This is an optimization exercise on Yosys and OpenROAD, whose aim is small area and few clock cycles, not a production implementation.
Where RTL was checked, it was by simulation tests only, not by an equivalence proof against the original.
The clock port is modelled as an ideal driver, which makes a skipped or thinned clock tree look cheaper than it is; a real chip needs a root buffer or a tree.
No activity file was given, so power comes from the tool's default toggle rates.

==> flow/design.v (excerpt) <==
module frontend (
    input  logic        clk,
    input  logic        reset,
    input  logic        redirect_valid,
    input  logic [31:0] redirect_pc,
    output logic [8:0]  icache_addr,
    input  logic [31:0] icache_rdata,
    output logic        valid_out,
    input  logic        ready_out,
    output logic [31:0] pc_out,
    output logic [4:0]  rs1,
    output logic [4:0]  rs2,
    output logic [4:0]  rd,
    output logic [31:0] imm,
    output logic        ALUSrc,
    output logic [2:0]  ALUOp,
    output logic        branch,
    output logic        jump,
    output logic        MemRead,
    output logic        MemWrite,
    output logic        RegWrite,
    output logic        MemToReg
);
Size in the first run: roughly 190 cells after synthesis, ~30 flip-flops, about 170 I/O pins, about 1900 sq um of cells after synthesis.
==> module Fetch, before the edit <==
module Fetch (
    input  logic        clk,
    input  logic        reset,
    input  logic        redirect_valid,
    input  logic [31:0] redirect_pc,
    input  logic        advance,       
    output logic [31:0] pc_o
);
    logic [31:2] pc;
    logic [31:2] pc_d;
    logic s1, s0;
    assign s1 = redirect_valid & !reset;
    assign s0 = !redirect_valid & !reset;
    localparam NB = 3;
    logic [NB:0] bc;        
    logic [32:2] c;         
    assign bc[0] = advance;
    genvar b, i;
    generate
        for (b = 0; b < NB; b = b + 1) begin : g_blk
            localparam int S = 2 + 10*b;
            localparam int E = (S + 9 > 31) ? 31 : S + 9;
            assign c[S] = bc[b];
            for (i = S; i <= E; i = i + 1) begin : g_bit
                logic co;
                if (i < E) begin : g_mid
                    pc_bit u_bit (
                        .p (pc[i]),
                        .c (c[i]),
                        .r (redirect_pc[i]),
                        .s1(s1),
                        .s0(s0),
                        .d (pc_d[i]),
                        .co(co)
                    );
                end else begin : g_last
                    pc_bit_last u_bit (
                        .p (pc[i]),
                        .c (c[i]),
                        .r (redirect_pc[i]),
                        .s1(s1),
                        .s0(s0),
                        .d (pc_d[i])
                    );
                    assign co = 1'b0;
                end
                if (i < E) begin : g_c
                    assign c[i+1] = co;
                end
            end
            assign bc[b+1] = bc[b] & (&pc[E:S]);
        end
    endgenerate
    always_ff @(posedge clk) pc <= pc_d;
    assign pc_o = {pc, 2'b00};
endmodule
Settings: LEC_CHECK=0, CAP_MARGIN=0, CORE_MARGIN=2, CORE_UTILIZATION=60, SLEW_MARGIN=0, SYNTH_HIERARCHICAL=1; clock period 4.0 ns.
standard.sh (not shown) runs the stock make flow with config.mk's settings and CLKGATE_MAP_FILE= SYNTH_SCRIPT=/design/flow/synth_recipe.tcl, a recipe that flattens the netlist after the stock synthesis.
==> flow/flow/run.sh <==
#!/bin/bash
# Standard ORFS layout with four changes:
#  - synthesis maps the logic with ABC script flow/abc_deep.script (deepsyn
#    restructuring, then area-aware mapping) in place of ORFS's
#    abc_speed.script; everything else in synthesis is the standard
#    synthesis (synth_recipe.tcl), so the registers are the same;
#  - the port buffers are the smallest buffer (buf_1) instead of the cell
#    buffer_ports picks on its own;
#  - the clock is distributed by a single clkbuf_16 (flow/clock_buffer.tcl)
#    instead of TritonCTS's H-tree: the design has only 30 flip-flops.
# The ORFS scripts are used from a private copy with those two scripts
# changed. Each step's full log is in orfs/logs/; this script's own output
# goes to standard.log.
set -euo pipefail
here=$(pwd)

rm -rf "$here/scripts"
cp -r "$FLOW_HOME/scripts" "$here/scripts"
cp "$here/flow/abc_deep.script" "$here/scripts/abc_speed.script"
sed -i "s|^log_cmd clock_tree_synthesis .*|source $here/flow/clock_buffer.tcl|" "$here/scripts/cts.tcl"
grep -q "clock_buffer.tcl" "$here/scripts/cts.tcl"

export SCRIPTS_DIR="$here/scripts"
export BUFFER_PORTS_ARGS="-buffer_cell sky130_fd_sc_hd__buf_1"
bash standard.sh > standard.log 2>&1
Other scripts of this flow, unchanged in this note and not shown: flow/flow/abc_deep.script, flow/flow/clock_buffer.tcl
Testbench counts at the start, summed over its fixed seeds: cycles 30,511.
Next try:
--- a/flow/design.v
+++ b/flow/design.v
@@ -18,8 +18,8 @@
     genvar b, i;
     generate
         for (b = 0; b < NB; b = b + 1) begin : g_blk
-            localparam int S = 2 + 10*b;
-            localparam int E = (S + 9 > 31) ? 31 : S + 9;
+            localparam int S = (b == 0) ? 2 : (b == 1) ? 10 : 18;
+            localparam int E = (b == 0) ? 9 : (b == 1) ? 17 : 31;
             assign c[S] = bc[b];
             for (i = S; i <= E; i = i + 1) begin : g_bit
                 logic co;
Power fell slightly.
Clock skew fell by 3.9 ps.
Global-route usage barely changes.
Final cell count rose slightly.
Worst setup slack loses 290 ps.
Clock power stays flat.
Cell area rose slightly.
Die area fell slightly.
Only the layout flow was run in the second run of this note; the RTL was not checked for function there. No run of this note takes its clock network from TritonCTS; it comes from the design's own scripts or RTL.

---

The RTL this note starts from:
==> flow/design.v <==
module Fetch (
    input  logic        clk,
    input  logic        reset,
    input  logic        redirect_valid,
    input  logic [31:0] redirect_pc,
    input  logic        advance,       
    output logic [31:0] pc_o
);
    logic [31:2] pc;
    logic [32:2] carry;    
    logic [31:2] pc_inc;
    assign carry[2] = advance;
    genvar i;
    generate
        for (i = 2; i < 32; i = i + 1) begin : g_inc
            assign carry[i+1] = carry[i] & pc[i];
            assign pc_inc[i]  = pc[i] ^ carry[i];
        end
    endgenerate
    always_ff @(posedge clk) begin
        if (reset)
            pc <= '0;
        else if (redirect_valid)
            pc <= redirect_pc[31:2];
        else
            pc <= pc_inc;
    end
    assign pc_o = {pc, 2'b00};
endmodule
`timescale 1ns / 1ps
`timescale 1ns / 1ps
module decode (
    input logic [31:0] inst,  
    output logic [4:0]  rs1,
    output logic [4:0]  rs2,
    output logic [4:0]  rd, 
    output logic [31:0] imm,  
    output logic ALUSrc,
    output logic [2:0]  ALUOp,
    output logic branch,
    output logic jump,
    output logic MemRead,
    output logic MemWrite,
    output logic RegWrite,
    output logic MemToReg
);
    logic [6:0] opcode;
    logic [2:0] funct3;
    logic [6:0] funct7;
    logic [4:0]  inst_rd;
    logic [4:0]  inst_rs1;
    logic [4:0]  inst_rs2;
    assign opcode = inst[6:0];
    assign inst_rd = inst[11:7];  
    assign funct3 = inst[14:12];
    assign inst_rs1 = inst[19:15];  
    assign inst_rs2 = inst[24:20];  
    assign funct7 = inst[31:25];
    localparam opcode_LUI   = 7'b0110111;
    localparam opcode_ITYPE = 7'b0010011;
    localparam opcode_RTYPE = 7'b0110011;
    localparam opcode_LOAD  = 7'b0000011;
    localparam opcode_STORE = 7'b0100011;
    localparam opcode_BRANCH = 7'b1100011;
    localparam opcode_JALR  = 7'b1100111;
    localparam funct3_ADDI  = 3'b000;
    localparam funct3_SLTIU = 3'b011;
    localparam funct3_ORI   = 3'b110;
    always_comb begin
        ALUSrc    = 1'b0;
        ALUOp     = 3'b111;  
        branch    = 1'b0;
        jump      = 1'b0;
        MemRead   = 1'b0;
        MemWrite  = 1'b0;
        RegWrite  = 1'b0;
        MemToReg  = 1'b0;
        imm       = 32'b0;
        rs1       = 5'b0;
        rs2       = 5'b0;
        rd        = 5'b0;
        case (opcode)
            opcode_LUI: begin
                RegWrite  = 1'b1;
                ALUOp     = 3'b100;
                rd        = inst_rd;  
            end
            opcode_ITYPE: begin  
                RegWrite  = 1'b1;
                ALUSrc    = 1'b1;
                ALUOp     = 3'b010;
                rd        = inst_rd;  
                rs1       = inst_rs1;  
            end
            opcode_RTYPE: begin  
                RegWrite  = 1'b1;
                ALUSrc    = 1'b0;
                ALUOp     = 3'b001;
                rd        = inst_rd;  
                rs1       = inst_rs1;  
                rs2       = inst_rs2;  
            end
            opcode_LOAD: begin  
                RegWrite  = 1'b1;
                ALUSrc    = 1'b1;
                MemRead   = 1'b1;
                MemToReg  = 1'b1;
                ALUOp     = 3'b000;
                rd        = inst_rd;  
                rs1       = inst_rs1;  
            end
            opcode_STORE: begin  
                ALUSrc    = 1'b1;
                MemWrite  = 1'b1;
                ALUOp     = 3'b000;
                rs1       = inst_rs1;  
                rs2       = inst_rs2;  
            end
            opcode_BRANCH: begin  
                ALUSrc    = 1'b0;
                ALUOp     = 3'b011;
                rs1       = inst_rs1;  
                rs2       = inst_rs2;  
                if (funct3 == 3'b001) begin 
                    branch = 1'b1;
                end
            end
            opcode_JALR: begin
                RegWrite  = 1'b1;
                ALUSrc    = 1'b1;
                jump      = 1'b1;
                ALUOp     = 3'b101;
                rd        = inst_rd;  
                rs1       = inst_rs1;  
            end
            default: begin
            end
        endcase
        case (opcode)
            opcode_LUI:
                imm = { inst[31:12], 12'b0 };
            opcode_ITYPE:
                if (funct3 == funct3_ORI) begin
                    imm = { 20'b0, inst[31:20] };
                end else begin
                    imm = { {20{inst[31]}}, inst[31:20] };
                end
            opcode_LOAD,
            opcode_JALR:
                imm = { {20{inst[31]}}, inst[31:20] };
            opcode_STORE:
                imm = { {20{inst[31]}}, inst[31:25], inst[11:7] };
            opcode_BRANCH:
                imm = { {19{inst[31]}}, inst[31], inst[7], inst[30:25], inst[11:8], 1'b0 };
            default:
                imm = 32'b0;
        endcase
    end
endmodule
module frontend (
    input  logic        clk,
    input  logic        reset,
    input  logic        redirect_valid,
    input  logic [31:0] redirect_pc,
    output logic [8:0]  icache_addr,
    input  logic [31:0] icache_rdata,
    output logic        valid_out,
    input  logic        ready_out,
    output logic [31:0] pc_out,
    output logic [4:0]  rs1,
    output logic [4:0]  rs2,
    output logic [4:0]  rd,
    output logic [31:0] imm,
    output logic        ALUSrc,
    output logic [2:0]  ALUOp,
    output logic        branch,
    output logic        jump,
    output logic        MemRead,
    output logic        MemWrite,
    output logic        RegWrite,
    output logic        MemToReg
);
    Fetch u_fetch (
        .clk           (clk),
        .reset         (reset),
        .redirect_valid(redirect_valid),
        .redirect_pc   (redirect_pc),
        .advance       (ready_out),
        .pc_o          (pc_out)
    );
    assign icache_addr = pc_out[10:2];
    assign valid_out   = !reset;
    decode u_decode (
        .inst    (icache_rdata),
        .rs1     (rs1),
        .rs2     (rs2),
        .rd      (rd),
        .imm     (imm),
        .ALUSrc  (ALUSrc),
        .ALUOp   (ALUOp),
        .branch  (branch),
        .jump    (jump),
        .MemRead (MemRead),
        .MemWrite(MemWrite),
        .RegWrite(RegWrite),
        .MemToReg(MemToReg)
    );
endmodule
clock: 4.0 ns
lec_check: 0
cap_margin: 20
core_margin: 2
core_utilization: 40
slew_margin: 20
==> flow/flow/run.sh <==
#!/bin/bash
# Standard ORFS layout, except that the port buffers are the smallest
# buffer (buf_1) instead of the cell buffer_ports picks on its own.
set -euo pipefail
export BUFFER_PORTS_ARGS="-buffer_cell sky130_fd_sc_hd__buf_1"
bash standard.sh > standard.log 2>&1
The first run finished but failed the layout checks on negative setup slack.
Edit:
--- a/flow/design.v
+++ b/flow/design.v
@@ -6,25 +6,15 @@
     input  logic        advance,       
     output logic [31:0] pc_o
 );
     logic [31:2] pc;
-    logic [32:2] carry;    
-    logic [31:2] pc_inc;
-    assign carry[2] = advance;
-    genvar i;
-    generate
-        for (i = 2; i < 32; i = i + 1) begin : g_inc
-            assign carry[i+1] = carry[i] & pc[i];
-            assign pc_inc[i]  = pc[i] ^ carry[i];
-        end
-    endgenerate
     always_ff @(posedge clk) begin
         if (reset)
             pc <= '0;
         else if (redirect_valid)
             pc <= redirect_pc[31:2];
-        else
-            pc <= pc_inc;
+        else if (advance)
+            pc <= pc + 30'd1;
     end
     assign pc_o = {pc, 2'b00};
 endmodule
 `timescale 1ns / 1ps
Result:
- With this change the flow passed the timing, design-rule and antenna checks
- global-route usage is higher by 1.7 points
- total power is higher by 3.9%
- clock-buffer cell count is higher by 1
- synthesized cell count is higher by 33%
- non-clock buffer count is lower by 6
- fmax is higher by 68%
Testbench counts after the change, summed over its fixed seeds: cycles 30,511.
Only the layout flow was run in the first run of this note; the RTL was not checked for function there.

---

Another version of the RTL of frontend (not shown whole).
For scale: ~220 cells after synthesis, about 30 flip-flops, roughly 170 I/O pins, ~2100 sq um of cells after synthesis.
==> module decode, before the edit <==
module decode (
    input  logic [31:0] inst,
    output logic [4:0]  rs1,
    output logic [4:0]  rs2,
    output logic [4:0]  rd,
    output logic [31:0] imm,
    output logic        ALUSrc,
    output logic [2:0]  ALUOp,
    output logic        branch,
    output logic        jump,
    output logic        MemRead,
    output logic        MemWrite,
    output logic        RegWrite,
    output logic        MemToReg
);
    logic [6:0] op;
    logic [2:0] f3;
    assign op = inst[6:0];
    assign f3 = inst[14:12];
    logic lui, opi, opr, load, store, br, jalr;
    assign lui   = (op == 7'b0110111);
    assign opi   = (op == 7'b0010011);
    assign opr   = (op == 7'b0110011);
    assign load  = (op == 7'b0000011);
    assign store = (op == 7'b0100011);
    assign br    = (op == 7'b1100011);
    assign jalr  = (op == 7'b1100111);
    logic itype, sb, sext, rs1_en, rs2_en, mid_en;
    assign itype  = opi | load | jalr;                    
    assign sb     = store | br;                           
    assign sext   = inst[31] & ((opi & (f3 != 3'b110)) | load | jalr | sb);
    assign rs1_en = itype | opr | sb;
    assign rs2_en = opr | sb;
    assign mid_en = itype | sb;
    assign RegWrite = lui | opi | opr | load | jalr;
    assign ALUSrc   = itype | store;
    assign MemRead  = load;
    assign MemToReg = load;
    assign MemWrite = store;
    assign jump     = jalr;
    assign branch   = br & (f3 == 3'b001);
    assign ALUOp[2] = !(opi | opr | load | store | br);
    assign ALUOp[1] = !(lui | opr | load | store | jalr);
    assign ALUOp[0] = !(lui | opi | load | store);
    dec_mask #(5) u_rd  (.a(inst[11:7]),  .en(RegWrite), .o(rd));
    dec_mask #(5) u_rs1 (.a(inst[19:15]), .en(rs1_en),   .o(rs1));
    dec_mask #(5) u_rs2 (.a(inst[24:20]), .en(rs2_en),   .o(rs2));
    dec_mask_or #(20) u_imm_hi (.a(inst[31:12]), .en(lui), .s(sext), .o(imm[31:12]));
    dec_sel2 #(1) u_imm_11 (.a(inst[31]), .ea(itype | store), .b(inst[7]), .eb(br),
                            .o(imm[11]));
    dec_mask #(6) u_imm_mid (.a(inst[30:25]), .en(mid_en), .o(imm[10:5]));
    dec_sel2 #(4) u_imm_lo (.a(inst[24:21]), .ea(itype), .b(inst[11:8]), .eb(sb),
                            .o(imm[4:1]));
    dec_sel2 #(1) u_imm_0 (.a(inst[20]), .ea(itype), .b(inst[7]), .eb(store),
                           .o(imm[0]));
endmodule
==> module dec_mask, before the edit <==
module dec_mask #(
    parameter W = 1
) (
    input  logic [W-1:0] a,
    input  logic         en,
    output logic [W-1:0] o
);
    assign o = a & {W{en}};
endmodule
==> module dec_mask_or, before the edit <==
module dec_mask_or #(
    parameter W = 1
) (
    input  logic [W-1:0] a,
    input  logic         en,
    input  logic         s,
    output logic [W-1:0] o
);
    assign o = (a & {W{en}}) | {W{s}};
endmodule
==> module dec_sel2, before the edit <==
module dec_sel2 #(
    parameter W = 1
) (
    input  logic [W-1:0] a,
    input  logic         ea,
    input  logic [W-1:0] b,
    input  logic         eb,
    output logic [W-1:0] o
);
    assign o = (a & {W{ea}}) | (b & {W{eb}});
endmodule
export LEC_CHECK = 0
export CAP_MARGIN = 20
export CORE_MARGIN = 2
export CORE_UTILIZATION = 40
export SLEW_MARGIN = 20
export SYNTH_HIERARCHICAL = 1
create_clock -name core_clock -period 4.0 [get_ports {clk}]
Scripts as last shown in full above: flow/flow/run.sh
Change:
--- a/flow/design.v
+++ b/flow/design.v
@@ -79,68 +79,32 @@
     assign opr   = (op == 7'b0110011);
     assign load  = (op == 7'b0000011);
     assign store = (op == 7'b0100011);
     assign br    = (op == 7'b1100011);
     assign jalr  = (op == 7'b1100111);
-    logic itype, sb, sext, rs1_en, rs2_en, mid_en;
-    assign itype  = opi | load | jalr;                    
-    assign sb     = store | br;                           
-    assign sext   = inst[31] & ((opi & (f3 != 3'b110)) | load | jalr | sb);
-    assign rs1_en = itype | opr | sb;
-    assign rs2_en = opr | sb;
-    assign mid_en = itype | sb;
+    logic itype, sb, sext;
+    assign itype = opi | load | jalr;                     
+    assign sb    = store | br;                            
+    assign sext  = inst[31] & ((opi & (f3 != 3'b110)) | load | jalr | sb);
     assign RegWrite = lui | opi | opr | load | jalr;
     assign ALUSrc   = itype | store;
     assign MemRead  = load;
     assign MemToReg = load;
     assign MemWrite = store;
     assign jump     = jalr;
     assign branch   = br & (f3 == 3'b001);
     assign ALUOp[2] = !(opi | opr | load | store | br);
     assign ALUOp[1] = !(lui | opr | load | store | jalr);
     assign ALUOp[0] = !(lui | opi | load | store);
-    dec_mask #(5) u_rd  (.a(inst[11:7]),  .en(RegWrite), .o(rd));
-    dec_mask #(5) u_rs1 (.a(inst[19:15]), .en(rs1_en),   .o(rs1));
-    dec_mask #(5) u_rs2 (.a(inst[24:20]), .en(rs2_en),   .o(rs2));
-    dec_mask_or #(20) u_imm_hi (.a(inst[31:12]), .en(lui), .s(sext), .o(imm[31:12]));
-    dec_sel2 #(1) u_imm_11 (.a(inst[31]), .ea(itype | store), .b(inst[7]), .eb(br),
-                            .o(imm[11]));
-    dec_mask #(6) u_imm_mid (.a(inst[30:25]), .en(mid_en), .o(imm[10:5]));
-    dec_sel2 #(4) u_imm_lo (.a(inst[24:21]), .ea(itype), .b(inst[11:8]), .eb(sb),
-                            .o(imm[4:1]));
-    dec_sel2 #(1) u_imm_0 (.a(inst[20]), .ea(itype), .b(inst[7]), .eb(store),
-                           .o(imm[0]));
-endmodule
-module dec_mask #(
-    parameter W = 1
-) (
-    input  logic [W-1:0] a,
-    input  logic         en,
-    output logic [W-1:0] o
-);
-    assign o = a & {W{en}};
-endmodule
-module dec_mask_or #(
-    parameter W = 1
-) (
-    input  logic [W-1:0] a,
-    input  logic         en,
-    input  logic         s,
-    output logic [W-1:0] o
-);
-    assign o = (a & {W{en}}) | {W{s}};
-endmodule
-module dec_sel2 #(
-    parameter W = 1
-) (
-    input  logic [W-1:0] a,
-    input  logic         ea,
-    input  logic [W-1:0] b,
-    input  logic         eb,
-    output logic [W-1:0] o
-);
-    assign o = (a & {W{ea}}) | (b & {W{eb}});
+    assign rd  = inst[11:7]  & {5{RegWrite}};
+    assign rs1 = inst[19:15] & {5{itype | opr | sb}};
+    assign rs2 = inst[24:20] & {5{opr | sb}};
+    assign imm[31:12] = (inst[31:12] & {20{lui}}) | {20{sext}};
+    assign imm[11]    = (inst[31] & (itype | store)) | (inst[7] & br);
+    assign imm[10:5]  = inst[30:25] & {6{itype | sb}};
+    assign imm[4:1]   = (inst[24:21] & {4{itype}}) | (inst[11:8] & {4{sb}});
+    assign imm[0]     = (inst[20] & itype) | (inst[7] & store);
 endmodule
 module frontend (
     input  logic        clk,
     input  logic        reset,
     input  logic        redirect_valid,
Routed wire length increases by about a fifth. Cell area came out higher by a few percent. Sequential cell count is unchanged. Clock power climbs by a quarter to a third. Total power increases by roughly a tenth. Register-to-register slack hardly moves. Via count climbs by about a fifth. Area after synthesis is higher by a little under a tenth. Utilization goes down by 0.83 points. Maximum frequency rose slightly. Count of clock-buffer cells in the layout shrinks by 1.
Function was not checked in any run of this note: the RTL went through the layout flow alone.

re-timing with driven ports:
Ports are ideal in the flow. The routed layouts listed here were re-timed in OpenROAD. Step 1, drivers: a clkbuf_16 drives clk and a buf_2 each remaining input, both assumed. Step 2 moves the port delays by t, midway between the first and last clock arrival at a register: inputs arrive t later, outputs are due t later. That takes back most of the time a late clock gives input paths. Slacks: ideal / step 1 / step 2; pairs: ideal / step 1.
| run | t (ns) | setup slack, ns | hold slack, ns | latest minus earliest clock arrival (ns) |
|---|---|---|---|---|
| the first run of note 1 | 0.197 | 0.396 / 0.375 / 0.375 | 0.604 / 0.604 / 0.604 | 0.007 / 0.007 |
| the second run of note 1 | 0.199 | 0.110 / 0.119 / -0.080 | 0.606 / 0.606 / 0.606 | 0.003 / 0.003 |
| the first run of note 2 | 0.298 | -1.502 / -1.504 / -1.802 | 0.639 / 0.639 / 0.639 | 0.010 / 0.010 |
| the second run of note 2 | 0.307 | 0.717 / 0.698 / 0.698 | 0.564 / 0.564 / 0.564 | 0.007 / 0.007 |
| the first run of note 3 | 0.295 | 0.600 / 0.570 / 0.570 | 0.610 / 0.610 / 0.610 | 0.008 / 0.008 |
| the second run of note 3 | 0.305 | 0.642 / 0.618 / 0.618 | 0.616 / 0.616 / 0.616 | 0.008 / 0.008 |
With both steps, setup timing fails in the second run of note 1, where it was met with ideal ports. For the first run of note 2, which loses most, drivers alone change the setup slack by -0.002 ns; drivers and shift together by -0.300 ns.
